What follows belongs to an exercise in optimizing a design on an open flow for small area, a short achievable clock period and few clock cycles per item; a production flow would make more cautious choices. At most, simulation tests tie the RTL to the original design; equivalence was not proved. Power figures rest on the tool's default switching activity, not on a simulated workload.

Setup of run B:
==> module sse_acc, before the edit <==
module sse_acc (
	input  logic        clk,
	input  logic        rst,
	input  logic        ps1,
	input  logic [7:0]  pe1,
	input  logic [24:0] pu1,
	input  logic        v5,
	input  logic        l5,
	output logic        out_valid,
	output logic [31:0] Y
);
	localparam logic [31:0] NAN = 32'h7f800001;
	logic [31:0] acc;
	logic        v6, l6, fresh;
	logic        ps;
	logic [7:0]  pe;
	logic        pNaN, pInf;   
	logic [23:0] yp;
	logic [3:0]  shH;    
	logic [7:0]  shL;    
	logic        selP;
	logic        as;
	logic [7:0]  ae;
	logic [22:0] af;
	assign {as, ae, af} = acc;
	logic aNaN, aInf, aZ, pZ;
	assign aNaN = (&ae) & (|af);
	assign aInf = (&ae) & ~(|af);
	assign aZ = fresh | ~(|ae);
	assign pZ = ~(|pe);
	logic normal;
	assign normal = ~aZ & ~aNaN & ~aInf & ~pNaN & ~pInf & ~pZ;
	logic [24:0] S, S1;
	logic        ovf;
	logic [7:0]  E, E1;
	logic [23:0] ma;
	assign ma = {1'b1, af};
	sse_shadd add (.ma(ma), .shH(shH[2:0]), .shL(shL), .yp(yp), .s0(S), .s1(S1));
	assign ovf = S[24];
	assign E = selP ? pe : ae;
	assign E1 = E + 8'd1;
	logic [31:0] nres, pval, res;
	logic        selN, selA, selP2, selNaN;
	assign nres = ovf ? {as, E1, S1[23:1]} : {as, E, S[22:0]};
	assign pval = {ps, pe, aZ ? yp[22:0] : 23'd0};
	assign selN = v6 & normal;
	assign selNaN = v6 & (aZ ? pNaN : (aNaN | pNaN | (aInf & pInf & (as != ps))));
	assign selA = ~v6 | (~aZ & ~aNaN & ~pNaN & (aInf ? (~pInf | (as == ps)) : (~pInf & pZ)));
	assign selP2 = v6 & (aZ ? (~pNaN & ~pZ) : (~aNaN & ~pNaN & ~aInf & pInf));
	assign res = ({32{selN}} & nres) | ({32{selA}} & acc) | ({32{selP2}} & pval) | ({32{selNaN}} & NAN);
	logic [25:0] pinc;
	logic [22:0] f1n;
	logic [23:0] m1n;
	logic [7:0]  e1n;
	sse_inc #(.W(25), .L(5)) inc1 (.a(pu1), .s(pinc));
	assign f1n = pu1[24] ? pinc[23:1] : pu1[22:0];
	assign m1n = {1'b1, f1n};
	assign e1n = pe1;
	logic [23:0] yp0, yp1;
	logic [8:0]  dP0, dA0;
	logic [4:0]  shA0, shA1;
	logic        sel0, sel1, inc;
	logic       ebP;
	logic [8:0] dPa, dPp, dAa, dAp;
	assign ebP = v6 & (aZ | selP);
	assign dPa = {1'b0, ae} - {1'b0, e1n};
	assign dPp = {1'b0, pe} - {1'b0, e1n};
	assign dAa = {1'b0, e1n} - {1'b0, ae};
	assign dAp = {1'b0, e1n} - {1'b0, pe};
	assign dP0 = ebP ? dPp : dPa;
	assign dA0 = ebP ? dAp : dAa;
	assign inc = v6 & ~aZ & ~pZ & ovf;
	assign sel0 = dP0[8];
	assign sel1 = sel0 & (dA0 != 9'd1);
	assign yp0 = sel0 ? m1n : (dP0[7:0] > 8'd23) ? 24'd0 : (m1n >> dP0[4:0]);
	assign yp1 = sel0 ? m1n : {1'b0, yp0[23:1]};
	assign shA0 = ~sel0 ? 5'd0 : (dA0[7:0] > 8'd23) ? 5'd24 : dA0[4:0];
	assign shA1 = ~sel1 ? 5'd0 : (dA0[7:0] > 8'd24) ? 5'd24 : (dA0[4:0] - 5'd1);
	logic azn;
	assign azn = v6 ? (l6 | (aZ & pZ)) : aZ;
	logic [23:0] ypc0, ypc1;
	logic [3:0]  shH0, shH1;
	logic [7:0]  shL0, shL1;
	assign ypc0 = azn ? m1n : yp0;
	assign ypc1 = azn ? m1n : yp1;
	assign shH0 = {1'b0, shA0[4:3] == 2'd2, shA0[4:3] == 2'd1, shA0[4:3] == 2'd0};
	assign shH1 = {1'b0, shA1[4:3] == 2'd2, shA1[4:3] == 2'd1, shA1[4:3] == 2'd0};
	always_comb
		for (int j = 0; j < 8; j++) begin
			shL0[j] = (shA0[2:0] == j);
			shL1[j] = (shA1[2:0] == j);
		end
	always_ff @(posedge clk) begin
		ps <= ps1;
		pe <= e1n;
		pNaN <= (&e1n) & (|f1n);
		pInf <= (&e1n) & ~(|f1n);
		l6 <= l5;
		acc <= res;
		selP <= inc ? sel1 : sel0;
		shH <= inc ? shH1 : shH0;
		shL <= inc ? shL1 : shL0;
		yp <= inc ? ypc1 : ypc0;
		if (rst) begin
			v6 <= 0;
			fresh <= 1;
			out_valid <= 0;
		end
		else begin
			v6 <= v5;
			if (v6) fresh <= l6;
			out_valid <= v6 & l6;
		end
	end
	assign Y = acc;
endmodule
==> module sse_shadd, before the edit <==
module sse_shadd (
	input  logic [23:0] ma,
	input  logic [2:0]  shH,
	input  logic [7:0]  shL,
	input  logic [23:0] yp,
	output logic [24:0] s0,
	output logic [24:0] s1
);
	logic [23:0] yh, ya;
	always_comb begin
		for (int i = 0; i < 24; i++) begin
			yh[i] = (shH[0] & ma[i]) | (shH[1] & (i + 8 < 24 ? ma[(i + 8) % 24] : 1'b0))
				| (shH[2] & (i + 16 < 24 ? ma[(i + 16) % 24] : 1'b0));
			ya[i] = 0;
			for (int j = 0; j < 8; j++)
				if (i + j < 24) ya[i] = ya[i] | (shL[j] & yh[i + j]);
		end
	end
	logic [23:0] g [0:5];
	logic [23:0] t [0:5];
	logic [23:0] h;
	assign g[0] = ya & yp;
	assign t[0] = ya | yp;
	assign h = ya ^ yp;
	genvar l, i;
	generate
		for (l = 0; l < 5; l++) begin : g_lvl
			for (i = 0; i < 24; i++) begin : g_bit
				if (i >= (1 << l)) begin : g_op
					assign g[l + 1][i] = g[l][i] | (t[l][i] & g[l][i - (1 << l)]);
					assign t[l + 1][i] = t[l][i] & t[l][i - (1 << l)];
				end
				else begin : g_pass
					assign g[l + 1][i] = g[l][i];
					assign t[l + 1][i] = t[l][i];
				end
			end
		end
	endgenerate
	assign s0 = {g[5][23], h ^ {g[5][22:0], 1'b0}};
	assign s1 = {g[5][23] | t[5][23], h ^ {g[5][22:0] | t[5][22:0], 1'b1}};
endmodule
==> flow/config.mk <==
export PLATFORM = sky130hd
export DESIGN_NAME = SSE
export DESIGN_NICKNAME = SSE
export VERILOG_FILES = /design/flow/design.v
export SDC_FILE = /design/flow/constraint.sdc
export NUM_CORES = 4
export LEC_CHECK = 0
export CAP_MARGIN = 20
export CORE_MARGIN = 2
export CORE_UTILIZATION = 55
export CTS_CLUSTER_DIAMETER = 100
export CTS_CLUSTER_SIZE = 26
export PLACE_DENSITY = 0.72
export SETUP_SLACK_MARGIN = 5
export SLEW_MARGIN = 20
export SYNTH_HIERARCHICAL = 1
export SYNTH_MINIMUM_KEEP_SIZE = 0
==> flow/constraint.sdc <==
create_clock -name core_clock -period 10.0 [get_ports {clk}]
set_input_delay 2.0000 -clock core_clock [delete_from_list [all_inputs] [get_ports {clk}]]
set_output_delay 2.0000 -clock core_clock [all_outputs]
set_load 0.01 [all_outputs]
standard.sh (not shown) runs the stock make flow with config.mk's settings and CLKGATE_MAP_FILE= SYNTH_SCRIPT=/design/flow/synth_recipe.tcl, a recipe that flattens the netlist after the stock synthesis.
==> flow/flow/run.sh <==
#!/bin/bash
set -euo pipefail
bash standard.sh SETUP_SLACK_MARGIN=6.0 "BUFFER_PORTS_ARGS=-buffer_cell sky130_fd_sc_hd__buf_1" finish > standard.log 2>&1
Inputs modified between run B and run A:
diff --git a/flow/design.v b/flow/design.v
--- a/flow/design.v
+++ b/flow/design.v
@@ -30,12 +30,22 @@
 	assign pZ = ~(|pe);
 	logic normal;
 	assign normal = ~aZ & ~aNaN & ~aInf & ~pNaN & ~pInf & ~pZ;
+	logic [23:0] ya;
 	logic [24:0] S, S1;
 	logic        ovf;
 	logic [7:0]  E, E1;
-	logic [23:0] ma;
+	logic [23:0] ma, yh;
 	assign ma = {1'b1, af};
-	sse_shadd add (.ma(ma), .shH(shH[2:0]), .shL(shL), .yp(yp), .s0(S), .s1(S1));
+	always_comb begin
+		for (int i = 0; i < 24; i++) begin
+			yh[i] = (shH[0] & ma[i]) | (shH[1] & (i + 8 < 24 ? ma[(i + 8) % 24] : 1'b0))
+				| (shH[2] & (i + 16 < 24 ? ma[(i + 16) % 24] : 1'b0));
+			ya[i] = 0;
+			for (int j = 0; j < 8; j++)
+				if (i + j < 24) ya[i] = ya[i] | (shL[j] & yh[i + j]);
+		end
+	end
+	sse_cadd #(.W(24), .L(5)) add (.a(ya), .b(yp), .s0(S), .s1(S1));
 	assign ovf = S[24];
 	assign E = selP ? pe : ae;
 	assign E1 = E + 8'd1;
@@ -114,48 +124,6 @@
 	end
 	assign Y = acc;
 endmodule
-module sse_shadd (
-	input  logic [23:0] ma,
-	input  logic [2:0]  shH,
-	input  logic [7:0]  shL,
-	input  logic [23:0] yp,
-	output logic [24:0] s0,
-	output logic [24:0] s1
-);
-	logic [23:0] yh, ya;
-	always_comb begin
-		for (int i = 0; i < 24; i++) begin
-			yh[i] = (shH[0] & ma[i]) | (shH[1] & (i + 8 < 24 ? ma[(i + 8) % 24] : 1'b0))
-				| (shH[2] & (i + 16 < 24 ? ma[(i + 16) % 24] : 1'b0));
-			ya[i] = 0;
-			for (int j = 0; j < 8; j++)
-				if (i + j < 24) ya[i] = ya[i] | (shL[j] & yh[i + j]);
-		end
-	end
-	logic [23:0] g [0:5];
-	logic [23:0] t [0:5];
-	logic [23:0] h;
-	assign g[0] = ya & yp;
-	assign t[0] = ya | yp;
-	assign h = ya ^ yp;
-	genvar l, i;
-	generate
-		for (l = 0; l < 5; l++) begin : g_lvl
-			for (i = 0; i < 24; i++) begin : g_bit
-				if (i >= (1 << l)) begin : g_op
-					assign g[l + 1][i] = g[l][i] | (t[l][i] & g[l][i - (1 << l)]);
-					assign t[l + 1][i] = t[l][i] & t[l][i - (1 << l)];
-				end
-				else begin : g_pass
-					assign g[l + 1][i] = g[l][i];
-					assign t[l + 1][i] = t[l][i];
-				end
-			end
-		end
-	endgenerate
-	assign s0 = {g[5][23], h ^ {g[5][22:0], 1'b0}};
-	assign s1 = {g[5][23] | t[5][23], h ^ {g[5][22:0] | t[5][22:0], 1'b1}};
-endmodule
 module sse_cadd #(parameter int W = 24, parameter int L = 5) (
 	input  logic [W-1:0] a,
 	input  logic [W-1:0] b,
[summary]
- Summary: total power of the final layout, run A better than run B
- Relative to run B, instance count of the mapped netlist has increased by 0.85% in run A.
- | area of the die | run B vs run A | ≈ equal |
- Run B has a higher hold slack than run A.
- Between run A and run B, it is run A whose power density over the cells is lower, by 3.1%.
- Power attributed to the clock group | run A below run B
- Between run A and run B, total clock buffers created by CTS is lower for run A, run B comes in above that.
- Higher non-clock buffer count was reported by run B, not run A.
- When run A is measured against run B, its average instance area after synthesis turns out about 0.8% lower.
- Cell-internal power of run A falls short of that of run B by a few percent.
- Summary of run A over run B: routed wire length went up about 3.7%; critical path depth went down by 5.
- Total placed instance area essentially unchanged between run B and run A.
- Between run A and run B, it is run A whose final-layout non-clock buffer area share is lower, by 0.28 points.
Testbench counts of run A, summed over its fixed seeds: cycles 8,146, items 8,082.
For run B, only the layout was checked, not whether the RTL still works.

-- re-timing with driven ports --
Ports are ideal in the flow. The routed layouts listed here were re-timed in OpenROAD.
Step 1: set_driving_cell puts a clkbuf_16 on clk and a buf_2 on each other input, an assumption about the parent block.
Step 2 times the ports against the registers' clock, not the clock port: input delays grow and output delays shrink by t, the midpoint of the rising clock arrivals with the driver on.
Three values: ideal ports, drivers, drivers and shift; two values: the first two.
run	shift t [ns]	slack for setup (ns)	worst hold slack (ns)	slew at the worst register clock pin (ns)
run B	0.639	5.934 / 5.934 / 5.496	0.335 / 0.335 / 0.335	0.10 / 0.10
run A	0.639	6.079 / 6.084 / 5.488	0.329 / 0.329 / 0.329	0.11 / 0.11
After both steps setup and hold are still met in every run listed. The setup slack of run A, which loses most, moves by +0.005 ns with the drivers and by -0.591 ns with both steps.
